This design comes from an exercise in tuning for small area on the open sky130 flow, not from production work.
Function was checked by simulation only, so behaviour that the tests miss may differ from the original.
Power and IR drop assume default switching activity.

== v19 ==
==> flow/design.v (excerpt) <==
module uart_top (
  input  logic        pclk,
  input  logic        presetn,
  input  logic        psel,
  input  logic        penable,
  input  logic        pwrite,
  input  logic [31:0] paddr,
  input  logic [31:0] pwdata,
  input  logic        uart_rxd,
  output logic        pready,
  output logic [31:0] prdata,
  output logic        uart_txd,
  output logic        uart_intpt
);
For scale: about 450 flip-flops, roughly 110 I/O pins, ~20000 µm² of cells after synthesis.
export LEC_CHECK = 0
export CAP_MARGIN = 0
export CORE_MARGIN = 2
export CORE_UTILIZATION = 72
export SLEW_MARGIN = 0
create_clock -name core_clock -period 10.0 [get_ports {pclk}]
standard.sh (not shown) runs the stock make flow with config.mk's settings and CLKGATE_MAP_FILE= SYNTH_SCRIPT=/design/flow/synth_recipe.tcl, a recipe that flattens the netlist after the stock synthesis.
==> flow/flow/run.sh <==
#!/bin/bash
set -euo pipefail
export BUFFER_PORTS_ARGS="-buffer_cell sky130_fd_sc_hd__buf_1"
export CTS_ARGS="-sink_clustering_enable -repair_clock_nets -sink_clustering_size 30 -sink_clustering_max_diameter 100 -buf_list sky130_fd_sc_hd__clkbuf_16 -dont_use_dummy_load"
bash standard.sh finish > standard.log 2>&1
Modified inputs, v16 compared to v19
Settings: changing CORE_UTILIZATION from 72 to 65.
--- a/flow/flow/run.sh
+++ b/flow/flow/run.sh
@@ -1,4 +1,12 @@
 #!/bin/bash
+# The standard layout (standard.sh) with these changes:
+#  - port buffers are buf_1 cells;
+#  - before global placement, cells are swapped for same-area variants with more drive
+#    (flow/same_area_upsize.tcl);
+#  - clock tree synthesis uses clkbuf_16 cells on clusters of up to 30 sinks and inserts no
+#    dummy loads.
+# The full output of the flow goes to standard.log.
 set -euo pipefail
 export BUFFER_PORTS_ARGS="-buffer_cell sky130_fd_sc_hd__buf_1"
+export PRE_GLOBAL_PLACE_TCL="$PWD/flow/same_area_upsize.tcl"
 export CTS_ARGS="-sink_clustering_enable -repair_clock_nets -sink_clustering_size 30 -sink_clustering_max_diameter 100 -buf_list sky130_fd_sc_hd__clkbuf_16 -dont_use_dummy_load"
==> flow/flow/same_area_upsize.tcl (new file) <==
# Swap cells for the variant of the same area with the larger drive (and max capacitance),
# so that fewer nets need repair buffers. Registers are not touched.
set swaps {
  sky130_fd_sc_hd__o21ai_0   sky130_fd_sc_hd__o21ai_1
  sky130_fd_sc_hd__a21boi_0  sky130_fd_sc_hd__a21boi_1
  sky130_fd_sc_hd__and2_0    sky130_fd_sc_hd__and2_1
  sky130_fd_sc_hd__o311ai_0  sky130_fd_sc_hd__o311ai_1
  sky130_fd_sc_hd__or2_0     sky130_fd_sc_hd__or2_1
}
set n 0
foreach inst [get_cells *] {
  set ref [get_property $inst ref_name]
  set i [lsearch -exact $swaps $ref]
  if { $i >= 0 && $i % 2 == 0 } {
    replace_cell $inst [lindex $swaps [expr {$i + 1}]]
    incr n
  }
}
puts "same_area_upsize: swapped $n cells"
## What came out
- v16 vs v19, highest-utilization routing layer at the global route stage: met1 vs met2
- Critical path depth came out exactly the same in v19 and v16.
- Between v19 and v16, the utilization is lower for v16.
- v16: share of the cycle needed by the critical path after routing is 0.71 points higher than what v19 reported.
- Between v16 and v19, the flip-flop and latch count figures differ only marginally.
- Diff v19 and v16: achievable frequency lower in v16
- Looking only at share of total power in sequential cells, and setting everything else aside, the higher value of v19 and v16 goes to v19.
- Between v19 and v16, average wire per cell in the routed design is lower for v19, v16 comes in above that.
- [compare] base=v19 new=v16: final standard cell area without fillers roughly the same, average instance area after synthesis roughly the same.


Another version of the RTL of uart_top (not shown whole).
Size in the first run: roughly 460 flip-flops, roughly 110 I/O pins.
==> flow/config.mk <==
export PLATFORM = sky130hd
export DESIGN_NAME = uart_top
export DESIGN_NICKNAME = uart_top
export VERILOG_FILES = /design/flow/design.v
export SDC_FILE = /design/flow/constraint.sdc
export NUM_CORES = 4
export LEC_CHECK = 0
export CAP_MARGIN = 0
export CORE_MARGIN = 2
export CORE_UTILIZATION = 65
export CTS_BUF_LIST = sky130_fd_sc_hd__clkbuf_8
export CTS_CLUSTER_DIAMETER = 50
export CTS_CLUSTER_SIZE = 20
export SLEW_MARGIN = 0
==> flow/constraint.sdc <==
create_clock -name core_clock -period 10.0 [get_ports {pclk}]
set_input_delay 2.0000 -clock core_clock [delete_from_list [all_inputs] [get_ports {pclk}]]
set_output_delay 2.0000 -clock core_clock [all_outputs]
set_load 0.01 [all_outputs]
==> flow/flow/run.sh <==
#!/bin/bash
set -euo pipefail
export BUFFER_PORTS_ARGS="-buffer_cell sky130_fd_sc_hd__buf_1"
export CTS_ARGS="-sink_clustering_enable -repair_clock_nets -sink_clustering_size 30 -sink_clustering_max_diameter 45 -buf_list sky130_fd_sc_hd__clkbuf_8 -dont_use_dummy_load"
bash standard.sh finish > standard.log 2>&1
Then changed:
==> flow/flow/run.sh (replaced) <==
#!/bin/bash
set -euo pipefail
export BUFFER_PORTS_ARGS="-buffer_cell sky130_fd_sc_hd__buf_1"
export CTS_ARGS="-sink_clustering_enable -repair_clock_nets -sink_clustering_size 18 -sink_clustering_max_diameter 100 -buf_list sky130_fd_sc_hd__clkbuf_8 -dont_use_dummy_load"
bash standard.sh finish > standard.log 2>&1
Effect:
- routed wire length fell slightly
- utilization fell by 0.70 points
- fmax stays flat
Then changed:
==> flow/flow/run.sh (replaced) <==
#!/bin/bash
set -euo pipefail
export BUFFER_PORTS_ARGS="-buffer_cell sky130_fd_sc_hd__buf_1"
export CTS_ARGS="-sink_clustering_enable -repair_clock_nets -sink_clustering_size 32 -sink_clustering_max_diameter 70 -buf_list sky130_fd_sc_hd__clkbuf_16 -dont_use_dummy_load"
bash standard.sh finish > standard.log 2>&1
Effect: Cell count is about the same; fmax is higher by 0.41%; area after synthesis does not change.
Then changed:
==> flow/run.sh (new file) <==
#!/bin/bash
# synth_recipe.tcl (not shown) runs the flow's synth.tcl, then flattens the netlist and writes it again
# the make line also repeats each setting of config.mk as NAME=value (left out here)
make -C /OpenROAD-flow-scripts/flow DESIGN_CONFIG=/design/flow/config.mk WORK_HOME=/design/flow/orfs CLKGATE_MAP_FILE= SYNTH_SCRIPT=/design/flow/synth_recipe.tcl finish
removed: flow/flow/run.sh
removed: flow/standard.sh
Count of clock-buffer cells in the layout rose by 18. Setup slack got worse by 0.78 ns. Hold slack got worse by 0.015 ns. Wire length is higher by 1.2%. Core utilization went up by 1.4 points. Final area increases by 2.1%. Maximum frequency decreases by 12%. Power went up by 4.4%.

[what the ideal ports hide]
In the flow no input, the clock included, has a driving cell. The finished layouts below were timed again as built, in two steps.
Step 1 (the two cells are an assumption about what drives the block):
set clk [get_ports {pclk}]
set_driving_cell -lib_cell sky130_fd_sc_hd__clkbuf_16 $clk
set_driving_cell -lib_cell sky130_fd_sc_hd__buf_2 [delete_from_list [all_inputs] $clk]
Step 2 times the ports against the registers' clock, not the clock port: input delays grow and output delays shrink by t, the midpoint of the rising clock arrivals with the driver on.
a / b / c = ideal ports / drivers / drivers and shift; a / b = the first two.
| run | t (ns) | slack for setup (ns) | hold slack, ns | latest minus earliest clock arrival (ns) | worst data-port slew with drivers (ns) |
|---|---|---|---|---|---|
| v19 | 0.575 | 3.849 / 3.797 / 3.914 | 0.459 / 0.459 / 0.459 | 0.064 / 0.064 | 0.04 |
| v16 | 0.580 | 3.778 / 3.721 / 3.877 | 0.466 / 0.466 / 0.466 | 0.060 / 0.060 | 0.04 |
| the first run of note 2 | 0.619 | 4.056 / 4.018 / 4.018 | 0.439 / 0.439 / 0.439 | 0.089 / 0.090 | 0.09 |
| the second run of note 2 | 0.649 | 4.040 / 4.002 / 4.002 | 0.449 / 0.449 / 0.449 | 0.048 / 0.047 | 0.09 |
| the third run of note 2 | 0.613 | 4.065 / 4.027 / 4.027 | 0.447 / 0.447 / 0.447 | 0.058 / 0.058 | 0.09 |
| the fourth run of note 2 | 0.629 | 3.281 / 3.216 / 3.216 | 0.433 / 0.433 / 0.433 | 0.037 / 0.037 | 0.08 |
After both steps setup and hold are still met in every run listed. For the fourth run of note 2, which loses most, drivers alone change the setup slack by -0.065 ns; drivers and shift together by -0.065 ns.
